Source: an optimization exercise on an open RTL-to-GDS flow (aim: small area and a short achievable clock period). Production flows keep margins and buffers that such runs may drop. The RTL was checked by simulation tests, not by an equivalence proof against the original design.

==> flow/design.v (outline; a module is shown in full before it is edited, if it fits) <==
// module gte_unr_divide: 2728 lines
module gte_unr_divide (
   input  wire        clk,
   input  wire        reset,
   input  wire        trigger,
   input  wire [15:0] lhs,
   input  wire [15:0] rhs,
   output reg  [16:0] result,
   output reg         div_error
);
  // ...
==> flow/flow/run.sh <==
#!/bin/bash
set -euo pipefail
bash standard.sh "BUFFER_PORTS_ARGS=-buffer_cell sky130_fd_sc_hd__buf_2" finish > standard_make.log 2>&1
==> flow/standard.sh <==
#!/bin/bash
# synth_recipe.tcl (not shown) runs the flow's synth.tcl, then flattens the netlist and writes it again
# the make line also repeats each setting of config.mk as NAME=value (left out here)
make -C /OpenROAD-flow-scripts/flow DESIGN_CONFIG=/design/flow/config.mk WORK_HOME=/design/flow/orfs CLKGATE_MAP_FILE= SYNTH_SCRIPT=/design/flow/synth_recipe.tcl "${@:-finish}"
==> flow/config.mk <==
export PLATFORM = sky130hd
export DESIGN_NAME = gte_unr_divide
export DESIGN_NICKNAME = gte_unr_divide
export VERILOG_FILES = /design/flow/design.v
export SDC_FILE = /design/flow/constraint.sdc
export NUM_CORES = 4
export LEC_CHECK = 0
export CAP_MARGIN = 20
export CORE_MARGIN = 2
export CORE_UTILIZATION = 65
export CTS_CLUSTER_DIAMETER = 100
export CTS_CLUSTER_SIZE = 25
export SETUP_SLACK_MARGIN = 4.5
export SLEW_MARGIN = 20
==> flow/constraint.sdc <==
create_clock -name core_clock -period 8.0 [get_ports {clk}]
set_input_delay 1.6000 -clock core_clock [delete_from_list [all_inputs] [get_ports {clk}]]
set_output_delay 1.6000 -clock core_clock [all_outputs]
set_load 0.01 [all_outputs]
==> impl_metrics.json, run 1 <==
{
  "endpoint": "r4a_9_24",
  "root_buffer": "clkbuf_16",
  "ys.flop_type": "dfxtp_1",
  "timing.rr.start": "r3a_cy",
  "die_y_um": 190,
  "taps": 455,
  "holdPathEnd": "dp2[1]",
  "multi_input_gates": 1661,
  "numCtsBuffers": 17,
  "required_ns": 8.39,
  "ff2ff_setup_slack_ns": 4.60,
  "vias_per_cell": 6.31,
  "clock-sinks": 312,
  "cp_slowest_cell": "fa_1",
  "grt_pass1_wl_um": 88900,
  "largest_class": "multi-input gates",
  "netlist_top_cells_count": "312 x dfxtp_1, 222 x a22oi_1, 193 x xnor2_1",
  "wl_met1_um": 22700,
  "syn_to_final_growth_pct": 4.68,
  "yosys.area_share.simple_pct": 8.29,
  "track_usage_pct": 30.5,
  "finish.utilization_pct": 68.6,
  "holdWs_ns": 0.316,
  "finalHoldViolations": 0,
  "fmax_mhz": 295,
  "setup_viol": 0,
  "cts_setup_buffers": 5,
  "routed_wl_um": 55200,
  "syn_inst": 2338,
  "highest_layer": "met4",
  "buf_share_pct": 2.09,
  "crit_chain": "fa_1 > ha_1 > inv_1 > fa_2 > inv_1 > a21o_1 > a21oi_2 > o21bai_1 > a21oi_2 > xnor2_2 > a22oi_1 > xor2_1 > ha_1 > inv_1 > fa_1",
  "status": "no timing/DRC/antenna violations",
  "fin_crit_ns": 3.40,
  "hold_buffers": 0,
  "syn-num-nets": 2698,
  "yosys.area_share.adder_pct": 23.4
}
==> run 2, diff against run 1 <==
--- a/flow/config.mk
+++ b/flow/config.mk
@@ -10,5 +10,6 @@
 export CORE_UTILIZATION = 65
 export CTS_CLUSTER_DIAMETER = 100
 export CTS_CLUSTER_SIZE = 25
-export SETUP_SLACK_MARGIN = 4.5
+export SETUP_SLACK_MARGIN = 4.6
 export SLEW_MARGIN = 20
+export TNS_END_PERCENT = 5
==> run 2 against run 1 <==
Net effect: still clean; sequential share of layout area decreased by 0.051 points; core utilization increased by 0.24 points; cell count increased by 0.22%; critical path depth decreased by 7; count of clock-buffer cells in the layout unchanged; highest routed layer unchanged; first-iteration DRC count increased by 14%; global-route usage about the same; synthesized area unchanged.
==> impl_metrics.json, run 2 <==
{
  "drc": 0,
  "layout_common_cells": "284 x dfxtp_1, 221 x a22oi_1, 187 x xnor2_1",
  "slowest_delay_ns": 0.97,
  "crit_chain": "a22oi_1 > xnor2_1 > fa_1 > fa_1 > inv_1 > fa_1 > inv_1 > fa_1",
  "finalHoldViolations": 0,
  "syn_area_sq_mm": 0.0225,
  "final.setup_skew_ns": 0.0150,
  "arrival_ns": 3.84,
  "fmax_mhz": 290,
  "hold_path_class": "reg -> reg",
  "ctsHtreeMaxLevel": 1,
  "first_pass_iters": 6,
  "async_flop_share_pct": 0,
  "hp-start": "np4[10]",
  "path_clk_slew_ns": 0.10,
  "track_usage_pct": 30.5,
  "path_delay_family": "adder cells",
  "antenna_found_initial": 0,
  "die_area_sq_mm": 0.0361,
  "overflow": 0,
  "worstSkewPairLatency_ns": 0.51,
  "grt_max_degree": 46,
  "syn_to_final_growth_pct": 5.05,
  "hold_buffers": 0,
  "netlist_top_cells_count": "312 x dfxtp_1, 222 x a22oi_1, 193 x xnor2_1",
  "reg2reg_to": "r6a_19_15",
  "startpoint_type": "flop",
  "synth_area_leaders": "dfxtp_1 28%, fa_1 14%, ha_1 9.3%, xnor2_1 7.5%, a22oi_1 7.4%",
  "drv_cap": 0,
  "cts_buffer_depth": 3,
  "placeableCoreArea_sq_mm": 0.0343,
  "routed_wl_um": 55500,
  "layout_commonest_cell": "dfxtp_1",
  "boundaryPins": 53,
  "syn_inst": 2338,
  "grt_pass1_wl_um": 89000,
  "syn-mean-instance-area_sq_um": 9.61,
  "fillers": 2679,
  "ff2ff_setup_slack_ns": 4.55,
  "synth_edf_count": 0,
  "antenna_cells_inserted": 0,
  "synthDominantCellAreaShare_pct": 27.8,
  "wl_per_cell_um": 20.4,
  "numCtsBuffers": 17,
  "final_antenna_net_count": 0,
  "die_y_um": 190,
  "synth_seq_area_share_pct": 27.8,
  "final-max-slew-violation-count": 0,
  "setup_tns_ns": 0,
  "synth_top_area_cell": "dfxtp_1",
  "layout-drive-gt1-share_pct": 9.56,
  "crit_fanout": 18,
  "place_congestion": 0.947,
  "cp_num_buf_inv": 2,
  "setup_viol": 0,
  "num_rows": 68,
  "reg2reg_depth": 8,
  "dp_hpwl_um": 39500,
  "ys.flop_type": "dfxtp_1",
  "cp_slowest_cell": "dfxtp_1",
  "timing.rr.start": "rd5_t5",
  "syn-num-nets": 2698,
  "max_slew_margin_pct": 34.7,
  "yosysWarningCount": 1,
  "rsz0062_at_grt": "true",
  "cp_common_cell": "fa_1",
  "critical_path_class": "reg -> reg",
  "fin_crit_sh_pct": 43.1,
  "place_area_sq_mm": 0.0227,
  "cts_tree": "done",
  "initial_core_util_pct": 65.5,
  "clock-sinks": 312,
  "ys_seq_elements": 312,
  "holdPathEnd": "np5[10]",
  "vias_per_cell": 6.35,
  "nNetsFinal": 2629,
  "synth.distinct_cells": 97,
  "drt_iter0_drc": 1635,
  "yosysMostFrequentCell": "dfxtp_1",
  "tightest_slew_ns": 0.979,
  "vias": 17300,
  "min_path_cells": 0,
  "grt_pass1_vias": 17400,
  "root_buffer": "clkbuf_16",
  "end_kind": "flop",
  "die_w_um": 190,
  "fin_area_sq_mm": 0.0236,
  "status": "no timing/DRC/antenna violations",
  "required_ns": 8.39,
  "fin_crit_ns": 3.45,
  "io_buffers": 52
}
## run 2: cell counts after synthesis
Identical to the previous run, type by type.
## run 2: cell families after synthesis
logic type                 synth area share, %
xor gates and xnor gates                  11.7
adders and majority gates                 23.4
and+or+nand+nor                           8.29
muxes                                     3.81
buffers and inverters                     6.28
DFF                                       27.8
AOI/OAI and AO/OA                         18.7
## run 2: worst register-to-register path, stage by stage (launching register included)
cell and delay [ns]:
dfxtp_1 0.97, a22oi_1 0.22, xnor2_1 0.27, fa_1 0.47, fa_1 0.41, inv_1 0.09
fa_1 0.42, inv_1 0.08, fa_1 0.40
## run 2: cell type report
type | count | area [sq um] | share of cell area [%]
clock buffers | 18 | 429 | 1.82
repair buffers | 86 | 541 | 2.29
clock inverters | 3 | 43.8 | 0.186
flip-flops and latches | 312 | 6300 | 26.7
multi-input cells | 1662 | 15000 | 63.6
well taps | 455 | 569 | 2.41
inverters | 190 | 717 | 3.04
## run 2: how the worst max path moves through the flow
stage	from	endpoint	slack (ns)	cells after the start
2_1_floorplan	rd5_n5	r6a_22_21	4.57	9
3_3_place_gp	rhs[0]	dp1[14]	3.64	9
3_5_place_dp	rhs[0]	dp1[12]	3.61	9
4_1_cts	rd5_o2	r6a_cy	4.44	10
5_1_grt	rd5_t5	r6a_19_15	4.46	8
6_report	rd5_t5	r6a_19_15	4.55	8
## run 2: stage by stage
step                std cells  hold slack (ns)  worst slack (ns)  utilization [%]
floorplan                2338            0.310              4.57                -
global placement         2686            0.310              3.64             66.3
detailed placement       2686            0.312              3.61             66.3
CTS                      2716            0.332              4.44             68.1
global route             2726            0.334              4.46             68.8
finish                   2726            0.329              4.55             68.8
## run 2: per-layer routing
layer | track usage, % | vias to the layer above | part of all wire (%) | wire, um
met4 | 12.3 | 0 | 3.7 | 2050
met3 | 3.62 | 178 | 6.0 | 3340
met2 | 53.7 | 703 | 50 | 27500
met5 | 0 | - | 0 | 0
li1 | - | 7953 | - | -
met1 | 38.2 | 8469 | 41 | 22600
## run 2: what timing repair did
| item | in CTS | in global routing |
|---|---|---|
| pin swaps | 3 | 9 |
| setup endpoints to repair | 74 | 96 |
| buffers inserted | 8 | 10 |
| resized for setup | 20 | 50 |
| cloned | 1 | 0 |
| endpoints found under the hold margin | 0 | 0 |
==> run 3, diff against run 2 <==
--- a/flow/config.mk
+++ b/flow/config.mk
@@ -12,4 +12,4 @@
 export CTS_CLUSTER_SIZE = 25
 export SETUP_SLACK_MARGIN = 4.6
 export SLEW_MARGIN = 20
-export TNS_END_PERCENT = 5
+export TNS_END_PERCENT = 30
==> run 3 against run 2 <==
Net effect: non-clock buffer count increased by 1; cell count about the same; hold slack about the same; clock skew increased by 0.0012 ns; design area increased by 0.18%; critical path type unchanged; highest routed layer unchanged.
==> impl_metrics.json, run 3 <==
{
  "status": "no timing/DRC/antenna violations",
  "setup_viol": 0,
  "die_area_sq_mm": 0.0361,
  "first_pass_iters": 6,
  "cts_tree": "done",
  "fin_crit_sh_pct": 43.0,
  "grt_pass1_wl_um": 89200,
  "final_antenna_net_count": 0,
  "max_slew_margin_pct": 41.0,
  "ys_seq_elements": 312,
  "syn_to_final_growth_pct": 5.24,
  "final-max-slew-violation-count": 0,
  "multiInputGateArea_sq_mm": 0.0151,
  "startpoint_type": "flop",
  "layout_common_cells": "279 x dfxtp_1, 220 x a22oi_1, 187 x xnor2_1",
  "async_flop_share_pct": 0,
  "antenna_found_initial": 0,
  "vias": 17400,
  "ctsHtreeMaxLevel": 1,
  "syn-mean-instance-area_sq_um": 9.61,
  "rsz0062_at_grt": "true",
  "netlist_top_cells_count": "312 x dfxtp_1, 222 x a22oi_1, 193 x xnor2_1",
  "final.setup_skew_ns": 0.0162,
  "boundaryPins": 53,
  "drv_cap": 0,
  "path_clk_slew_ns": 0.10,
  "hold_buffers": 0,
  "layout-drive-gt1-share_pct": 10.2,
  "synth_seq_area_share_pct": 27.8,
  "worstSkewPairLatency_ns": 0.51,
  "seqCellArea_sq_mm": 0.00629,
  "io_buffers": 52,
  "synth_area_leaders": "dfxtp_1 28%, fa_1 14%, ha_1 9.3%, xnor2_1 7.5%, a22oi_1 7.4%",
  "syn-num-nets": 2698,
  "synth_edf_count": 0,
  "initial_core_util_pct": 65.5,
  "fin_crit_ns": 3.44,
  "cts_buffer_depth": 3,
  "fmax_mhz": 291,
  "end_kind": "flop",
  "grt_pass1_vias": 17400,
  "nNetsFinal": 2630,
  "critical_path_class": "reg -> reg",
  "syn_area_sq_mm": 0.0225,
  "fillers": 2684,
  "track_usage_pct": 30.6,
  "wl_per_cell_um": 20.4,
  "drt_iter0_drc": 1564,
  "synthDominantCellAreaShare_pct": 27.8,
  "finalHoldViolations": 0,
  "ys.flop_type": "dfxtp_1",
  "syn_inst": 2338,
  "layout_commonest_cell": "dfxtp_1",
  "grt_max_degree": 46,
  "place_congestion": 0.947,
  "die_w_um": 190,
  "crit_fanout": 12,
  "antenna_cells_inserted": 0,
  "overflow": 0,
  "setup_ws_ns": 4.56,
  "setup_tns_ns": 0,
  "synth.distinct_cells": 97,
  "numCtsBuffers": 17,
  "drc": 0,
  "dp_hpwl_um": 39500,
  "synth_top_area_cell": "dfxtp_1",
  "hold_path_class": "reg -> reg",
  "root_buffer": "clkbuf_16",
  "yosysWarningCount": 1,
  "die_y_um": 190,
  "vias_per_cell": 6.39,
  "clock-sinks": 312,
  "required_ns": 8.38,
  "arrival_ns": 3.82,
  "tightest_slew_ns": 0.883,
  "placeableCoreArea_sq_mm": 0.0343,
  "num_rows": 68,
  "routed_wl_um": 55600,
  "dpl_worst_slack_ns": 3.61,
  "yosysMostFrequentCell": "dfxtp_1"
}
## run 3: cell type report
| type | instances | share of cell area (%) |
|---|---|---|
| multi-input cells | 1662 | 63.7 |
| flip-flops and latches | 312 | 26.6 |
| inverters | 190 | 3.03 |
| well taps | 455 | 2.41 |
| repair buffers | 87 | 2.27 |
| clock buffers | 18 | 1.82 |
| clock inverters | 3 | 0.185 |
## run 3: logic make-up after synthesis
| logic type | count (synthesis) | synth area share, % |
|---|---|---|
| xor+xnor | 300 | 11.7 |
| simple gates | 360 | 8.29 |
| fa+ha+maj | 325 | 23.4 |
| flops | 312 | 27.8 |
| buf+inv | 365 | 6.28 |
| mux | 84 | 3.81 |
| compound gates | 592 | 18.7 |
## run 3: path summary, 6_finish.rpt
check,cells past startpoint,slack (ns),end,startpoint
hold reg to reg,0,0.33,np5[10],np4[10]
setup / recovery,10,4.56,r6a_cy,rd5_n4
hold / removal,0,0.33,np5[10],np4[10]
setup reg to reg,10,4.56,r6a_cy,rd5_n4
## run 3: critical path, cell delays in order, from the launching register on
cell,delay [ns]
dfxtp_2,0.68
inv_2,0.30
xnor2_1,0.26
fa_1,0.47
fa_1,0.51
fa_1,0.50
inv_1,0.04
ha_1,0.28
o21a_1,0.10
nor2_1,0.10
a31oi_1,0.06
## run 3: repair_timing
| action | CTS | global route |
|---|---|---|
| cloned | 1 | 0 |
| gates resized for setup | 33 | 47 |
| pin swaps | 4 | 8 |
| buffers inserted | 13 | 6 |
| endpoints found under the setup margin | 74 | 92 |
## run 3: layer usage
layer	vias up	GRT usage (%)	part of all wire (%)
met5	-	0	0
met4	0	12.3	3.5
met3	172	3.74	6.7
met2	765	53.9	50
met1	8542	38.1	40
li1	7960	-	-
## run 3: metrics by stage
step / std cells / cell area (sq um) / hold WS (ns) / util (%)
global route: 2727 / 23600 / 0.332 / 68.9
CTS: 2721 / 23400 / 0.331 / 68.3
global placement: 2686 / 22700 / 0.310 / 66.3
floorplan: 2338 / 22500 / 0.310 / -
detailed placement: 2686 / 22700 / 0.312 / 66.3
finish: 2727 / 23600 / 0.329 / 68.9
==> run 4, diff against run 3 <==
--- a/flow/config.mk
+++ b/flow/config.mk
@@ -12,4 +12,3 @@
 export CTS_CLUSTER_SIZE = 25
 export SETUP_SLACK_MARGIN = 4.6
 export SLEW_MARGIN = 20
-export TNS_END_PERCENT = 30
==> run 4 against run 3 <==
Net effect: routed wire length down 1.2%; count of clock-buffer cells in the layout up 1; clock skew up 0.0083 ns; synthesized area unchanged; highest routed layer unchanged; flip-flop and latch count unchanged; register-to-register slack better by 0.11 ns; sequential share of layout area about the same; design area up 0.15%; die area unchanged.
==> impl_metrics.json, run 4 <==
{
  "status": "no timing/DRC/antenna violations",
  "grt_max_degree": 46,
  "setup_ws_ns": 4.67,
  "ys.flop_type": "dfxtp_1",
  "holdWs_ns": 0.329,
  "cp_common_cell": "ha_1",
  "synth_compound_area_share_pct": 18.7,
  "yosysMostFrequentCell": "dfxtp_1",
  "io_buffers": 52,
  "yosysWarningCount": 1,
  "end_kind": "flop",
  "cts_buffer_depth": 3,
  "ys_seq_elements": 312,
  "die_area_sq_mm": 0.0361,
  "wl_per_cell_um": 20.2,
  "dp_cells": 2684,
  "slowest_delay_ns": 0.42,
  "boundaryPins": 53,
  "ctsHtreeMaxLevel": 1,
  "drv_cap": 0,
  "syn-mean-instance-area_sq_um": 9.61,
  "arrival_ns": 3.73,
  "critical_path_class": "reg -> reg",
  "syn_area_sq_mm": 0.0225,
  "first_pass_iters": 6,
  "synth_top_area_cell": "dfxtp_1",
  "setup_viol": 0,
  "synthMuxAreaShare_pct": 3.81,
  "synth_area_leaders": "dfxtp_1 28%, fa_1 14%, ha_1 9.3%, xnor2_1 7.5%, a22oi_1 7.4%",
  "vias": 17200,
  "required_ns": 8.40,
  "vias_per_cell": 6.33,
  "layout-drive-gt1-share_pct": 10.1,
  "cts_tree": "done",
  "synth_top_family_by_area": "adder cells",
  "fillers": 2694,
  "die_y_um": 190,
  "nNetsFinal": 2627,
  "grt_pass1_vias": 17100,
  "synthDominantCellAreaShare_pct": 27.8,
  "final-max-slew-violation-count": 0,
  "yosys.area_share.simple_pct": 8.29,
  "grt_pass1_wl_um": 88200,
  "finalHoldViolations": 0,
  "place_congestion": 0.926,
  "cp_slowest_cell": "fa_1",
  "stdcell_count": 2725,
  "antenna_cells_inserted": 0,
  "drc": 0,
  "crit_fanout": 4,
  "antenna_found_initial": 0,
  "initial_core_util_pct": 65.5,
  "netlist_top_cells_count": "312 x dfxtp_1, 222 x a22oi_1, 193 x xnor2_1",
  "dpl_worst_slack_ns": 3.77,
  "drt_iter0_drc": 1345,
  "worstSkewPairLatency_ns": 0.52,
  "dp_hpwl_um": 38800,
  "tightest_slew_ns": 0.848,
  "finish.utilization_pct": 69.1,
  "fmax_mhz": 300,
  "rsz0062_at_grt": "true",
  "layout_common_cells": "276 x dfxtp_1, 220 x a22oi_1, 188 x xnor2_1",
  "max_slew_margin_pct": 43.4,
  "placeableCoreArea_sq_mm": 0.0343,
  "path_clk_slew_ns": 0.10,
  "overflow": 0,
  "clock-sinks": 312,
  "cp_num_buf_inv": 1,
  "yosys.area_share.adder_pct": 23.4,
  "startpoint_type": "flop",
  "fin_crit_ns": 3.33,
  "synth_edf_count": 0,
  "root_buffer": "clkbuf_16",
  "crit_chain": "ha_1 > ha_1 > a21o_1 > a21oi_2 > nor2b_1 > o21a_1 > o41ai_4 > xnor2_2 > o21ai_2 > xnor2_1 > ha_1 > inv_1 > fa_1",
  "track_usage_pct": 30.3,
  "setup_tns_ns": 0,
  "final_antenna_net_count": 0,
  "final.setup_skew_ns": 0.0244,
  "numCtsBuffers": 17,
  "path_delay_family": "adder cells",
  "syn_inst": 2338,
  "routed_wl_um": 55000,
  "synth_seq_area_share_pct": 27.8,
  "synth-xor-area-share_pct": 11.7,
  "synth.distinct_cells": 97,
  "syn-num-nets": 2698,
  "syn_to_final_growth_pct": 5.40,
  "die_w_um": 190,
  "num_rows": 68,
  "async_flop_share_pct": 0,
  "layout_commonest_cell": "dfxtp_1",
  "fin_crit_sh_pct": 41.6,
  "hold_path_class": "reg -> reg"
}
run 4: cell counts after synthesis:
Identical to the previous run, type by type.
run 4: what timing repair did:
action / 4_1_cts / 5_1_grt
hold buffers: 0 / 0
buffers inserted: 10 / 8
pin swaps: 5 / 13
gates resized for setup: 42 / 47
endpoints found under the hold margin: 0 / 0
endpoints found under the setup margin: 69 / 95
gates cloned: 1 / 0
run 4: logic make-up after synthesis:
family,count (synthesis)
AND/OR/NAND/NOR,360
AO/OA/AOI/OAI,592
multiplexers,84
adder cells (fa/ha/maj),325
buffers and inverters,365
XOR/XNOR,300
flip-flops,312
run 4: layout make-up:
type / instances / area (sq um) / share of cell area, %
Clock buffer: 19 / 433 / 1.83
Clock inverter: 3 / 48.8 / 0.206
Inverter: 190 / 724 / 3.06
Multi-Input combinational cell: 1662 / 15100 / 63.6
Sequential cell: 312 / 6300 / 26.6
Tap cell: 455 / 569 / 2.40
Timing Repair Buffer: 84 / 533 / 2.25
run 4: path summary, 6_finish.rpt:
check        startpoint        to  slack (ns)  depth (start not counted)
min              np4[7]    np5[7]        0.33                          0
max reg2reg    r3a_10_4  r4a_9_24        4.67                         13
min reg2reg      np4[7]    np5[7]        0.33                          0
max            r3a_10_4  r4a_9_24        4.67                         13
run 4: stage by stage:
stage | cell area (sq um)
after floorplan | 22500
after global placement | 22700
after detailed placement | 22700
after CTS | 23400
after global routing | 23700
final | 23700
run 4: routing by layer:
layer | track usage, % | up-vias | wire length (um)
met5 | 0 | - | 0
met4 | 10.5 | 0 | 1790
met3 | 3.27 | 156 | 3560
met2 | 53.5 | 747 | 27100
met1 | 38.6 | 8392 | 22500
li1 | - | 7941 | -

[re-timing with driven ports]
No port has a modelled driver above. Below, the same layouts with a new extraction and two added sets of constraints.
Step 1, drivers: a clkbuf_16 drives clk and a buf_2 each remaining input, both assumed.
Step 2 times the ports against the registers' clock, not the clock port: input delays grow and output delays shrink by t, the midpoint of the rising clock arrivals with the driver on.
a / b / c = no drivers / after step 1 / after step 2; a / b = the first two.
| run | shift t [ns] | setup slack, ns | cell pins on the clock port's net |
|---|---|---|---|
| run 1 | 0.563 | 4.605 / 4.605 / 4.186 | 1 |
| run 2 | 0.559 | 4.551 / 4.551 / 4.179 | 1 |
| run 3 | 0.560 | 4.558 / 4.558 / 4.277 | 1 |
| run 4 | 0.565 | 4.670 / 4.670 / 4.168 | 1 |
After both steps setup and hold are still met in every run listed. The setup slack of run 4, which loses most, moves by 0.000 ns with the drivers and by -0.502 ns with both steps.
